Context: an optimization exercise on an open-source flow, tuned for small area. The choices shown serve that exercise and are no tape-out recipe.
Only simulation tests tie the RTL to the original design; equivalence was not proved.
Power and IR drop assume default switching activity.

== v4 ==
## Sdram_Control
module Sdram_Control (
		RESET_N, CLK,
		WR1_ADDR, WR1_MAX_ADDR, WR1_LENGTH, WR1_LOAD,
		WR1_FIFO_Q, WR1_FIFO_RUSEDW, WR1_FIFO_RDREQ,
		RD1_ADDR, RD1_MAX_ADDR, RD1_LENGTH, RD1_LOAD,
		RD1_FIFO_DATA, RD1_FIFO_WRREQ, RD1_FIFO_WUSEDW,
		SA, BA, CS_N, CKE, RAS_N, CAS_N, WE_N,
		DQ_IN, DQ_OUT, DQ_OE, DQM
);
export LEC_CHECK = 0
export CAP_MARGIN = 20
export CORE_MARGIN = 2
export CORE_UTILIZATION = 70
export SLEW_MARGIN = 20
create_clock -name core_clock -period 10.0 [get_ports {CLK}]
standard.sh (not shown) runs the stock make flow with config.mk's settings and CLKGATE_MAP_FILE= SYNTH_SCRIPT=/design/flow/synth_recipe.tcl, a recipe that flattens the netlist after the stock synthesis.
==> flow/flow/run.sh <==
#!/bin/bash
# Standard ORFS layout with these changes to how it is made:
#  - synthesis maps with an area-oriented ABC script (flow/abc_area.script) and
#    leaves adders to ABC instead of mapping them to adder cells first; the rest
#    of synthesis, and so every register, is the standard synthesis's;
#  - the port buffers use the smallest buffer cell;
#  - the clock tree clusters its sinks into fewer, larger clusters, without
#    dummy loads, and uses a small root buffer.
set -euo pipefail
rm -rf scripts_abc
cp -r "$FLOW_HOME/scripts" scripts_abc
cp flow/abc_area.script scripts_abc/abc_speed.script
bash standard.sh finish \
  "SCRIPTS_DIR=$PWD/scripts_abc" \
  'ADDER_MAP_FILE=' \
  'BUFFER_PORTS_ARGS=-buffer_cell sky130_fd_sc_hd__buf_1' \
  'CTS_ARGS=-sink_clustering_enable -repair_clock_nets -sink_clustering_size 25 -sink_clustering_max_diameter 100 -dont_use_dummy_load -buf_list sky130_fd_sc_hd__clkbuf_16 -root_buf sky130_fd_sc_hd__clkbuf_4' \
  > standard_make.log 2>&1
==> flow/flow/abc_area.script <==
strash
&get -n
&st
&deepsyn -T 120 -t
&put
dch -f
amap -m -F 4 -A 8
## Diff of input files: v21 against v4
Settings: swapping 70 for 85 in CORE_UTILIZATION.
-- flow/flow/run.sh --
<<< v4, line 16
  'BUFFER_PORTS_ARGS=-buffer_cell sky130_fd_sc_hd__buf_1' \
  'CTS_ARGS=-sink_clustering_enable -repair_clock_nets -sink_clustering_size 25 -sink_clustering_max_diameter 100 -dont_use_dummy_load -buf_list sky130_fd_sc_hd__clkbuf_16 -root_buf sky130_fd_sc_hd__clkbuf_4' \
  > standard_make.log 2>&1
>>> v21, line 16
  'BUFFER_PORTS_ARGS=-buffer_cell sky130_fd_sc_hd__buf_1' \
  'CTS_ARGS=-sink_clustering_enable -repair_clock_nets -sink_clustering_size 28 -sink_clustering_max_diameter 160 -dont_use_dummy_load -root_buf sky130_fd_sc_hd__clkbuf_4 -tree_buf sky130_fd_sc_hd__clkbuf_8 -sink_clustering_buffer sky130_fd_sc_hd__clkbuf_16' \
  > standard_make.log 2>&1
Notes after the runs:
Seen in the log of v21: GPL-0301 during 3_3_place_gp, after which the run never completed.
The effective utilization at floorplan in v21 sits 16 points above the value recorded for v4.
The run showing the smaller number of standard-cell rows in the floorplan is v21.
As far as synthesized area per cell goes, v21 and v4 are indistinguishable; the numbers are identical.
As far as simple-gate area share of the yosys netlist goes, v4 and v21 are indistinguishable; the numbers are identical.
Comparing v4 and v21, floorplan die width is higher on v4.
#### Input delta (v36 over v21)
Settings: an added PLACE_DENSITY of 0.9; a change of CORE_UTILIZATION from 85 to 70.
[summary]
- Going from v21 to v36, number of synthesized flops with an enable pin was more or less identical, net count after synthesis level, number of top-level design ports essentially unchanged.
- Summary of v36 over v21: distinct cell type count of the synthesized netlist stayed essentially flat, sequential area share after synthesis stayed essentially flat, number of rows created at floorplan rose by 4.
- NOTE: die extent in y in v36 exceeds that of v21
- v36 against v21: initial standard-cell utilization of the core -16 points; width of the die +10 um.
- v36 | stages: all done | timing, DRC, antenna: all pass

* * *

v1:
Sdram_Control, a different RTL version from the one above (not shown whole).
Size in the first run: about 220 flip-flops, ~230 I/O pins, about 10000 µm² of cells after synthesis.
export LEC_CHECK = 0
export CAP_MARGIN = 20
export CORE_MARGIN = 2
export CORE_UTILIZATION = 40
export SLEW_MARGIN = 20
create_clock -name core_clock -period 10.0 [get_ports {CLK}]
==> flow/flow/run.sh <==
#!/bin/bash
set -euo pipefail
bash standard.sh finish 'BUFFER_PORTS_ARGS=-buffer_cell sky130_fd_sc_hd__buf_1' 'CTS_ARGS=-sink_clustering_enable -repair_clock_nets -sink_clustering_size 30 -sink_clustering_max_diameter 100 -dont_use_dummy_load' > standard_make.log 2>&1
[inputs] v10 vs v1
==> flow/flow/run.sh <==
#!/bin/bash
set -euo pipefail
bash standard.sh finish 'BUFFER_PORTS_ARGS=-buffer_cell sky130_fd_sc_hd__buf_1' 'CTS_ARGS=-sink_clustering_enable -repair_clock_nets -sink_clustering_size 24 -sink_clustering_max_diameter 90 -dont_use_dummy_load' > standard_make.log 2>&1
[summary]
The flow did not stop early for v10: all stages ran, and the layout cleared the timing, DRC and antenna checks. Compared with v1, v10 shows a number of clock buffers in the layout that is 2 higher. Compared with v1, in v10 logic depth of the worst path, buffers included fell by 1; via count now sits lower. Looking only at required arrival time at the worst endpoint, and setting everything else aside, the higher value of v1 and v10 goes to v1. Number of standard cells after synthesis came out exactly the same in v1 and v10.
Input-level comparison between v6 and v10:
==> flow/flow/run.sh <==
#!/bin/bash
set -euo pipefail
bash standard.sh finish 'BUFFER_PORTS_ARGS=-buffer_cell sky130_fd_sc_hd__buf_1' 'CTS_ARGS=-sink_clustering_enable -repair_clock_nets -sink_clustering_size 30 -sink_clustering_max_diameter 160 -dont_use_dummy_load' > standard_make.log 2>&1
### Flow results
v6: all stages complete, timing, DRC and antenna checks passed
Delta (v6 minus v10): final-report setup violation count barely changed, minimum period implied by the final worst setup slack went up, all-layer global routing usage now sits at about the same level, ratio of cells with drive above 1 in the final layout now smaller.
Of v10 and v6, the run reporting the lower post-route total power was v6.
Going from v10 to v6, final period utilization moved up; data required time at the worst endpoint moved up; average size of a mapped cell level.
Inputs modified between v6 and v30:
Settings: CAP_MARGIN changed from 20 to 0; SLEW_MARGIN changed from 20 to 0.
==> flow/flow/run.sh <==
#!/bin/bash
set -euo pipefail
bash standard.sh finish 'BUFFER_PORTS_ARGS=-buffer_cell sky130_fd_sc_hd__buf_1' 'CTS_ARGS=-sink_clustering_enable -repair_clock_nets -sink_clustering_size 30 -sink_clustering_max_diameter 100 -dont_use_dummy_load' > standard_make.log 2>&1
--- outcome ---
As far as wire length of the first global-routing pass is concerned, v6 and v30 perform about the same. Delta (v30 minus v6): overall power grew by about 1%, cell area held steady, switching component of the power grew by 0.99%. Between v6 and v30, the utilization figures differ only marginally. Comparing v30 and v6, clock-buffer cell count is higher on v30. The mean number of vias per cell in v30 sits 0.024 above the value recorded for v6. Going from v6 to v30, overall track demand over capacity in global routing held steady, antenna cell count held steady, via count grew by 39.

* * *

Setup of the reference run:
Sdram_Control, a different RTL version from the one above (not shown whole).
Size: roughly 230 I/O pins, about 0.0085 mm^2 of cells after synthesis.
Settings: LEC_CHECK=0, CAP_MARGIN=20, CORE_MARGIN=2, CORE_UTILIZATION=75, SLEW_MARGIN=20; clock period 10.0 ns.
==> flow/flow/run.sh <==
#!/bin/bash
# Standard ORFS layout with these changes to how it is made:
#  - synthesis maps with an area-oriented ABC script (flow/abc_area.script) and
#    leaves adders to ABC instead of mapping them to adder cells first; the rest
#    of synthesis, and so every register, is the standard synthesis's;
#  - the port buffers use the smallest buffer cell;
#  - the clock tree clusters its sinks into fewer, larger clusters, without
#    dummy loads, and uses a small root buffer.
set -euo pipefail
rm -rf scripts_abc
cp -r "$FLOW_HOME/scripts" scripts_abc
cp flow/abc_area.script scripts_abc/abc_speed.script
bash standard.sh finish \
  "SCRIPTS_DIR=$PWD/scripts_abc" \
  'ADDER_MAP_FILE=' \
  'BUFFER_PORTS_ARGS=-buffer_cell sky130_fd_sc_hd__buf_1' \
  'CTS_ARGS=-sink_clustering_enable -repair_clock_nets -sink_clustering_size 28 -sink_clustering_max_diameter 160 -dont_use_dummy_load -root_buf sky130_fd_sc_hd__clkbuf_4 -tree_buf sky130_fd_sc_hd__clkbuf_8 -sink_clustering_buffer sky130_fd_sc_hd__clkbuf_16' \
  > standard_make.log 2>&1
Scripts as last shown in full above: flow/flow/abc_area.script
--- input diff the reference run..the trial run ---
Settings: CORE_UTILIZATION now 70, was 75.
## What came out
For the trial run and the reference run, there was not a single run that failed to finish clean. Compared with the reference run, in the trial run first-pass GRT wire length -about 16%, total wirelength of the detailed-routed design down 3400 um, buffer share of cell area about even, non-clock buffer total of the final layout -1, fraction of the cycle the final worst path needs decreased 7.2 points. The final area was comparable across the trial run and the reference run. Cmp the trial run and the reference run / pre-CTS setup slack / higher: the trial run. The trial run against the reference run; fmax is up by more than 10%. Maximum net fanout on the critical path went down by a few percent going from the reference run to the trial run.

* * *

Setup of run 1:
RTL: one of the versions met above, not the one the previous note started from.
Size in the first run: ~900 cells after synthesis, about 220 flip-flops, ~0.010 sq mm of cells after synthesis.
clock: 10.0 ns
lec_check: 0
cap_margin: 20
core_margin: 2
core_utilization: 40
cts_cluster_diameter: 80
cts_cluster_size: 20
slew_margin: 20
==> flow/flow/run.sh <==
#!/bin/bash
# Standard ORFS layout; the port buffers use the smallest buffer cell.
set -euo pipefail
bash standard.sh finish 'BUFFER_PORTS_ARGS=-buffer_cell sky130_fd_sc_hd__buf_1' > standard_make.log 2>&1
diff inputs: run 1 => run 2
diff --git a/flow/config.mk b/flow/config.mk
--- a/flow/config.mk
+++ b/flow/config.mk
@@ -10,4 +10,4 @@
 export CORE_UTILIZATION = 40
-export CTS_CLUSTER_DIAMETER = 80
-export CTS_CLUSTER_SIZE = 20
+export CTS_CLUSTER_DIAMETER = 60
+export CTS_CLUSTER_SIZE = 26
 export SLEW_MARGIN = 20
### Flow results
Comparing run 2 against run 1, there is no change at all in post-synth design cell area. There was hardly any difference in met3 track utilization from global routing between run 2 and run 1. Run 1 has a lower cell area than run 2.

* * *

run B:
RTL: one of the versions met above, not the one the previous note started from.
Size: ~820 cells after synthesis, about 230 I/O pins, ~9000 um2 of cells after synthesis.
export LEC_CHECK = 0
export CAP_MARGIN = 20
export CORE_MARGIN = 2
export CORE_UTILIZATION = 70
export SLEW_MARGIN = 20
create_clock -name core_clock -period 10.0 [get_ports {CLK}]
==> flow/flow/run.sh <==
#!/bin/bash
# Standard ORFS layout with three changes to how it is made:
#  - synthesis maps with an area-oriented ABC script (flow/abc_area.script);
#    everything before ABC, and so every register, is the standard synthesis;
#  - the port buffers use the smallest buffer cell;
#  - clock tree sinks are clustered into fewer, larger clusters, without dummy loads.
set -euo pipefail
rm -rf scripts_abc
cp -r "$FLOW_HOME/scripts" scripts_abc
cp flow/abc_area.script scripts_abc/abc_speed.script
bash standard.sh finish \
  "SCRIPTS_DIR=$PWD/scripts_abc" \
  'BUFFER_PORTS_ARGS=-buffer_cell sky130_fd_sc_hd__buf_1' \
  'CTS_ARGS=-sink_clustering_enable -repair_clock_nets -sink_clustering_size 28 -sink_clustering_max_diameter 160 -dont_use_dummy_load -root_buf sky130_fd_sc_hd__clkbuf_4 -tree_buf sky130_fd_sc_hd__clkbuf_8 -sink_clustering_buffer sky130_fd_sc_hd__clkbuf_16' \
  > standard_make.log 2>&1
==> flow/flow/abc_area.script <==
strash
&get -n
&st
&deepsyn -T 120 -t
&dch -f
&nf -a -p -C 32 -F 8 -A 8 -R 1000
&put
Input-level comparison between run A and run B:
diff --git a/flow/flow/run.sh b/flow/flow/run.sh
--- a/flow/flow/run.sh
+++ b/flow/flow/run.sh
@@ -1,7 +1,9 @@
 #!/bin/bash
-# Standard ORFS layout with three changes to how it is made:
-#  - synthesis maps with an area-oriented ABC script (flow/abc_area.script);
-#    everything before ABC, and so every register, is the standard synthesis;
+# Standard ORFS layout with these changes to how it is made:
+#  - synthesis maps with an area-oriented ABC script (flow/abc_area.script) and
+#    leaves adders to ABC instead of mapping them to adder cells first; the rest
+#    of synthesis, and so every register, is the standard synthesis's;
 #  - the port buffers use the smallest buffer cell;
-#  - clock tree sinks are clustered into fewer, larger clusters, without dummy loads.
+#  - the clock tree clusters its sinks into fewer, larger clusters, without
+#    dummy loads, and uses a small root buffer.
 set -euo pipefail
@@ -12,2 +14,3 @@
   "SCRIPTS_DIR=$PWD/scripts_abc" \
+  'ADDER_MAP_FILE=' \
   'BUFFER_PORTS_ARGS=-buffer_cell sky130_fd_sc_hd__buf_1' \
==> flow/flow/abc_area.script <==
strash
&get -n
&st
&deepsyn -T 120 -t
&put
dch -f
amap -m -F 4 -A 8
Run A completed; timing, DRC and antenna clean
Compared run A vs run B, and share of the final layout cell area in multi-input gates is down in run A.
The max-slew headroom at the worst pin number comes out lower for run A vs run B.
Sort run A and run B by layout net count desc -> top: run B
Taking run B as the reference, in run A per-instance average area after synthesis shrank by 9.4%, met3 track demand over resource in global routing grew by 1.0 points.
Comparing run A and run B, the higher cell area is on run B.
Run A: area fraction in and, or, nand and nor cells after synthesis 1.1 points below run B
Via count of the first global-routing pass delta for run A relative to run B: 142 lower

==> static timing again, ports no longer ideal <==
The flow's constraints put no driver on any port. The routed layouts listed below were extracted and timed again, unchanged, in two steps.
Step 1: set_driving_cell puts a clkbuf_16 on CLK and a buf_2 on each other input, an assumption about the parent block.
Step 2, shift: input delay + t, output delay - t, t = (earliest + latest rising clock arrival at the registers) / 2. This alone moves slack from input paths to output paths.
a / b / c = no drivers / after step 1 / after step 2; a / b = the first two.
run	t, ns	setup slack, ns	worst hold slack (ns)	worst setup path at the end
v4	0.778	2.784 / 2.784 / 2.784	0.456 / 0.456 / 0.456	register to register
v36	0.650	2.032 / 2.032 / 2.032	0.424 / 0.424 / 0.424	register to register
v1	0.508	1.096 / 1.096 / 1.096	0.407 / 0.407 / 0.407	register to register
v10	0.507	1.098 / 1.098 / 1.098	0.368 / 0.368 / 0.368	register to register
v6	0.493	1.062 / 1.062 / 1.062	0.418 / 0.418 / 0.418	register to register
v30	0.508	1.096 / 1.096 / 1.096	0.407 / 0.407 / 0.407	register to register
the reference run	0.670	2.847 / 2.847 / 2.847	0.436 / 0.436 / 0.436	register to register
the trial run	0.646	3.566 / 3.566 / 3.566	0.441 / 0.441 / 0.441	register to register
run 1	0.515	1.078 / 1.078 / 1.078	0.411 / 0.411 / 0.411	register to register
run 2	0.554	1.072 / 1.072 / 1.072	0.408 / 0.408 / 0.408	register to register
run B	0.637	1.906 / 1.906 / 1.906	0.447 / 0.447 / 0.447	register to register
run A	0.625	2.991 / 2.991 / 2.991	0.461 / 0.461 / 0.461	register to register
After both steps setup and hold are still met in every run listed.
